Source: an optimization exercise on an open RTL-to-GDS flow (aim: small area, a short achievable clock period and few clock cycles). Production flows keep margins and buffers that such runs may drop.
Where RTL was checked, it was by simulation tests only, not by an equivalence proof against the original.
Power figures rest on the tool's default switching activity, not on a simulated workload.

==> inputs of trial 1 <==
## DATAPATH
module DATAPATH(Product, done, clk, multiplicand, multiplier, start, rst);
Settings: LEC_CHECK=0, ABC_AREA=1, CAP_MARGIN=20, CORE_MARGIN=2, CORE_UTILIZATION=60, SETUP_SLACK_MARGIN=0.3, SLEW_MARGIN=20, SYNTH_HIERARCHICAL=1, SYNTH_MINIMUM_KEEP_SIZE=0; clock period 4.0 ns.
standard.sh (not shown) runs the stock make flow with config.mk's settings and CLKGATE_MAP_FILE= SYNTH_SCRIPT=/design/flow/synth_recipe.tcl, a recipe that flattens the netlist after the stock synthesis.
==> flow/flow/run.sh <==
#!/bin/bash
# Standard layout, with plain buffers (instead of delay buffers) on the ports.
set -euo pipefail
export BUFFER_PORTS_ARGS="-buffer_cell sky130_fd_sc_hd__buf_2"
bash standard.sh > standard.log 2>&1
==> build 2 (differences from trial 1) <==
CORE_UTILIZATION = 70   (was 60)
SETUP_SLACK_MARGIN = default   (was 0.3)
==> trial 91 (differences from trial 1) <==
ABC_AREA = 0   (was 1)
SETUP_SLACK_MARGIN = default   (was 0.3)
==> run notes <==
outcome=timing/DRC/antenna clean; total core area=0.0121 sq mm; clkbuf count=10; GR Util All Layers=0.337; clock power share=0.129; share of cells above drive strength 1=0.194; Synth top area share=0.248; tap cell count=168; Synth area leaders=fa_1 (25%), edfxtp_1 (22%), xor2_1 (13%); first-pass GRT wire length=34000 microns; vias in the first global route=6648
That was build 2.
==> run notes <==
share of cells above drive strength 1=0.247; clock power share=0.122; width of the die=125 microns; die height=125 microns; post-synthesis instance area=0.00873 sq mm; Final clock-cell share=0.0299; tap cell count=184; GR Util All Layers=0.288; outcome=timing/DRC/antenna clean; first-pass GRT wire length=34900 microns; cell count after synthesis=838; Synth top area share=0.248; Synth area leaders=fa_1 (25%), edfxtp_1 (22%), xor2_1 (13%); largest family of logic cells by synthesized area=adder cells; wire length on met3=1050 microns; vias in the first global route=6877; Routed WL per cell=19.8 microns; clkbuf count=9; most frequent cells after synthesis=xor2_1 (129), o22ai_1 (116), fa_1 (108), ha_1 (79), nand2_1 (70); Via density=5.83
That was trial 1.
==> run notes <==
outcome=timing/DRC/antenna clean; first-pass GRT wire length=48100 microns; share of cells above drive strength 1=0.205; Resized cells post-CTS=0; sw power=0.00278 W; Synth top area share=0.200; clock power share=0.128; # clock sinks=64; GR Util All Layers=0.316; largest cell class by area=multi-input combinational cells; Synth area leaders=fa_1 (20%), edfxtp_1 (18%), ha_1 (9.2%); CTS root buffer=clkbuf_16; wire length on met3=2630 microns; total core area=0.0178 sq mm; Slew Limit Fails=0; clkbuf count=11; Post-synth EDFFs=63; tap cell count=229; Synth Area in Simple Gates=0.156; final estimated routing congestion in global placement=0.994; largest net degree at the start of global routing=66
That was trial 91.
Testbench counts of trial 1, summed over its fixed seeds: cycles 2,400.
Testbench counts of build 2, summed over its fixed seeds: cycles 2,400.
Testbench counts of trial 91, summed over its fixed seeds: cycles 2,400.

==> inputs of build 22 <==
DATAPATH, a different RTL version from the one above (not shown whole).
clock: 4.0 ns
lec_check: 0
abc_area: 1
cap_margin: 20
core_margin: 2
core_utilization: 60
slew_margin: 20
synth_hierarchical: 1
synth_minimum_keep_size: 0
Scripts as last shown in full above: flow/flow/run.sh
==> inputs of trial 68, as changes to build 22 <==
--- a/flow/flow/run.sh
+++ b/flow/flow/run.sh
@@ -4,2 +4,3 @@
 export BUFFER_PORTS_ARGS="-buffer_cell sky130_fd_sc_hd__buf_2"
+export MATCH_CELL_FOOTPRINT=0
 bash standard.sh > standard.log 2>&1
- CTS_BUF_LIST: default -> sky130_fd_sc_hd__clkbuf_4 sky130_fd_sc_hd__clkbuf_8
- CTS_CLUSTER_SIZE: default -> 30
==> inputs of trial 94, as changes to build 22 <==
--- a/flow/flow/run.sh
+++ b/flow/flow/run.sh
@@ -4,2 +4,3 @@
 export BUFFER_PORTS_ARGS="-buffer_cell sky130_fd_sc_hd__buf_2"
+export RECOVER_POWER=100
 bash standard.sh > standard.log 2>&1
- CTS_BUF_LIST: default -> sky130_fd_sc_hd__clkbuf_4 sky130_fd_sc_hd__clkbuf_8
- CTS_CLUSTER_SIZE: default -> 30
==> inputs of trial 2, as changes to build 22 <==
- CORE_UTILIZATION: 60 -> 50
- CTS_BUF_LIST: default -> sky130_fd_sc_hd__clkbuf_4 sky130_fd_sc_hd__clkbuf_8
- CTS_CLUSTER_SIZE: default -> 30
==> comparison <==
Trial 94 finished with capacitance limit, slew limit left. Build 22 produced a clean layout. Trial 68 completed without violations. Trial 2 finished with timing, DRC and antenna clean. First-iteration DRC count: trial 68 > trial 2 > trial 94 > build 22. In trial 94 the fmax is smaller than in build 22, by about 1%. Of build 22 and trial 68, build 22 has the higher global-route usage (gap 0.093 points). Sequential power is about the same in build 22 and trial 94. In die area, trial 94 and trial 68 do not differ. In synthesized cell count, trial 2 and trial 68 do not differ.
==> figures <==
| quantity | trial 68 | trial 94 | build 22 | trial 2 |
|---|---|---|---|---|
| Reported sequential group power | 1.26 mW | 1.26 mW | 1.26 mW | 1.25 mW |
| Met1 routed wirelength after detailed routing | 9068 um | 9068 um | 9156 um | 9023 um |
| Hold slack | 0.5779 ns | 0.5796 ns | 0.6172 ns | 0.5826 ns |
| Die Area | 14970 um^2 | 14970 um^2 | 14970 um^2 | 17860 um^2 |
| Total number of nets in the final design | 1087 | 1087 | 1087 | 1090 |
| Effective utilization at floorplan | 61.00% | 61.00% | 61.00% | 50.84% |
| Required time at the worst-slack endpoint | 4.12 ns | 4.12 ns | 4.08 ns | 4.10 ns |
| Iteration-0 DRC Markers | 420 | 398 | 364 | 409 |
| Run status | finished clean | complete, but fails checks | finished clean | finished clean |
| Violated checks | - | capacitance limit, slew limit | - | - |
| WL/cell | 18.80 um | 18.81 um | 18.91 um | 18.16 um |
| Slowest-stage cell, CP | a21oi_2 | a21oi_2 | a21oi_2 | fa_1 |
| Final number of max-transition violations | 0 | 38 | 0 | 0 |
| Sequential power share | 21.6% | 22.0% | 20.9% | 21.5% |
| Timing endpoint of the critical path | acc_c[21] | acc_c[21] | acc_c[20] | acc_c[14] |
Function was not checked in any run of this note: the RTL went through the layout flow alone.

==> branch juniper <==
Another version of the RTL of DATAPATH (not shown whole).
clock: 4.0 ns
lec_check: 0
abc_area: 1
cap_margin: 20
core_margin: 2
core_utilization: 40
cts_buf_list: sky130_fd_sc_hd__clkbuf_4 sky130_fd_sc_hd__clkbuf_8
cts_cluster_size: 30
slew_margin: 20
synth_hierarchical: 1
synth_minimum_keep_size: 0
==> flow/flow/run.sh <==
#!/bin/bash
# Standard layout, with plain buffers (instead of delay buffers) on the ports.
set -euo pipefail
export BUFFER_PORTS_ARGS="-buffer_cell sky130_fd_sc_hd__buf_2"
bash standard.sh > standard.log 2>&1
==> branch onyx: changes against branch juniper <==
CORE_UTILIZATION = 60   (was 40)
==> branch garnet: changes against branch juniper <==
==> flow/run.sh (new file) <==
#!/bin/bash
# synth_recipe.tcl (not shown) runs the flow's synth.tcl, then flattens the netlist and writes it again
# the make line also repeats each setting of config.mk as NAME=value (left out here)
make -C /OpenROAD-flow-scripts/flow DESIGN_CONFIG=/design/flow/config.mk WORK_HOME=/design/flow/orfs CLKGATE_MAP_FILE= SYNTH_SCRIPT=/design/flow/synth_recipe.tcl finish
CORE_UTILIZATION = 60   (was 40)
removed: flow/flow/run.sh
removed: flow/standard.sh
==> run notes <==
Non-clock buffer count: branch onyx < branch juniper < branch garnet. Against branch onyx, the core utilization of branch garnet is higher by 6.1 points. Flip-flop and latch count is the same in branch onyx and branch garnet. Hold slack: branch onyx < branch juniper < branch garnet. Synthesized cell count is the same in branch juniper and branch garnet. Of branch juniper and branch onyx, branch juniper has the higher clock power (gap about 20%, measured against branch onyx). Total power: branch onyx < branch juniper < branch garnet.
==> figures <==
|  | branch juniper | branch onyx | branch garnet |
|---|---|---|---|
| Footprint of the multi-input gates | 5910 um2 | 5920 um2 | 6030 um2 |
| DRT Wirelength | 20200 um | 20100 um | 21200 um |
| Min cycle time layout | 3650 ps | 3770 ps | 3950 ps |
| Layout buffer count excluding clock buffers | 125 | 121 | 164 |
| Status | finished clean | finished clean | finished clean |
| Setup bufs post-CTS | 0 | 0 | 3 |
| Total global routing track utilization | 19.3% | 28.5% | 29.1% |
| Min-Delay Endpoint | done$_SDFF_PP0_ | done$_SDFF_PP0_ | acc_c[28]$_DFFE_PP_ |
| Die Area | 22800 um2 | 15400 um2 | 15400 um2 |
| Design Area, Final | 9470 um2 | 9290 um2 | 10100 um2 |
| Metal3 WL | 1140 um | 1170 um | 1370 um |
| Worst path bufs/invs | 1 | 2 | 2 |
| Static Leak | 4.25 nW | 4.22 nW | 4.59 nW |
| Initial detailed-routing violation count | 396 | 387 | 397 |
| First-pass GRT wire length | 33600 um | 32800 um | 33200 um |
Testbench counts of branch juniper, summed over its fixed seeds: cycles 2,400.
Testbench counts of branch onyx, summed over its fixed seeds: cycles 2,400.
Testbench counts of branch garnet, summed over its fixed seeds: cycles 2,400.

==> branch sierra <==
Another version of the RTL of DATAPATH (not shown whole).
Settings: LEC_CHECK=0, CAP_MARGIN=20, CORE_MARGIN=2, CORE_UTILIZATION=60, GPL_TIMING_DRIVEN=0, SLEW_MARGIN=20; clock period 4.0 ns.
run.sh (not shown) runs the stock make flow with config.mk's settings and CLKGATE_MAP_FILE= SYNTH_SCRIPT=/design/flow/synth_recipe.tcl, a recipe that flattens the netlist after the stock synthesis.
Stock flow here: none of the scripts above is used.
==> inputs of branch pepper, as changes to branch sierra <==
--- a/flow/config.mk
+++ b/flow/config.mk
@@ -7,6 +7,5 @@
 export LEC_CHECK = 0
 export CAP_MARGIN = 20
 export CORE_MARGIN = 2
-export CORE_UTILIZATION = 60
-export GPL_TIMING_DRIVEN = 0
+export CORE_UTILIZATION = 40
 export SLEW_MARGIN = 20
==> comparison table <==
Result of the run: branch sierra finished with violations; branch pepper finished clean
Layout check failures: branch sierra negative setup slack; branch pepper -
Required time of the critical path: branch sierra 4060 ps; branch pepper 4070 ps
DRC violation total after the first TritonRoute iteration: branch sierra 1,877; branch pepper 1,232
Internal power: branch sierra 4620 µW; branch pepper 4730 µW
Worst Setup Slack, final: branch sierra -57.1 ps; branch pepper 70.5 ps
Global Route met3 Usage: branch sierra 0.0915; branch pepper 0.0132
First-pass GRT wire length: branch sierra 67.2 mm; branch pepper 55.9 mm
Via count of the first global-routing pass: branch sierra 11,521; branch pepper 10,595
Worst hold slack after final layout: branch sierra 773 ps; branch pepper 1000 ps
Sum of internal, switching and leakage power: branch sierra 8490 µW; branch pepper 8320 µW
Final Instance Area: branch sierra 14,000 µm²; branch pepper 14,900 µm²
Logic depth of the worst setup path including buffers: branch sierra 12; branch pepper 14
Pre-CTS setup slack: branch sierra -1770 ps; branch pepper -634 ps
CTS-repair resized insts: branch sierra 338; branch pepper 99
Slew of the pin with the lowest slew margin: branch sierra 737 ps; branch pepper 762 ps
Worst Path Buf+Inv: branch sierra 4; branch pepper 5
Switching fraction of total power: branch sierra 0.456; branch pepper 0.432
Post-detailed-routing wire length: branch sierra 44.6 mm; branch pepper 35.4 mm
Detailed Routing Iterations Pass 1: branch sierra 8; branch pepper 6
Total of plain and repair buffers excluding clock buffers: branch sierra 237; branch pepper 337
Estimated wirelength of the detail-placed design: branch sierra 32.1 mm; branch pepper 27.9 mm
# fillers: branch sierra 1,408; branch pepper 2,616
No run of this note included a check of the RTL's function; only the layout flow was run.

-- separate check: timing with driven ports --
In the flow no input, the clock included, has a driving cell. The finished layouts below were timed again as built, in two steps. Step 1, drivers: a clkbuf_16 drives clk and a buf_2 each remaining input, both assumed. Step 2 also shifts input and output timing later by t, the mid clock arrival at the registers, as if the neighbouring blocks saw the same clock. Slacks: no drivers / after step 1 / after step 2; pairs: no drivers / after step 1.
run | t, ns | slack for setup (ns) | latest minus earliest clock arrival (ns)
trial 1 | 0.385 | 0.306 / 0.313 / -0.072 | 0.010 / 0.011
build 2 | 0.381 | 0.191 / 0.210 / -0.171 | 0.008 / 0.008
trial 91 | 0.355 | 0.089 / 0.086 / -0.269 | 0.005 / 0.004
build 22 | 0.381 | 0.202 / 0.202 / -0.179 | 0.006 / 0.005
trial 68 | 0.415 | 0.155 / 0.130 / -0.286 | 0.010 / 0.009
trial 94 | 0.414 | 0.162 / 0.136 / -0.278 | 0.010 / 0.010
trial 2 | 0.405 | 0.163 / 0.176 / -0.229 | 0.012 / 0.012
branch juniper | 0.405 | 0.346 / 0.307 / -0.003 | 0.010 / 0.010
branch onyx | 0.407 | 0.231 / 0.226 / -0.158 | 0.013 / 0.013
branch garnet | 0.398 | 0.055 / 0.069 / -0.329 | 0.008 / 0.008
branch sierra | 0.360 | -0.057 / -0.050 / -0.410 | 0.006 / 0.006
branch pepper | 0.358 | 0.071 / 0.091 / -0.267 | 0.010 / 0.010
The setup slack of trial 68, which loses most, moves by -0.025 ns with the drivers and by -0.441 ns with both steps.
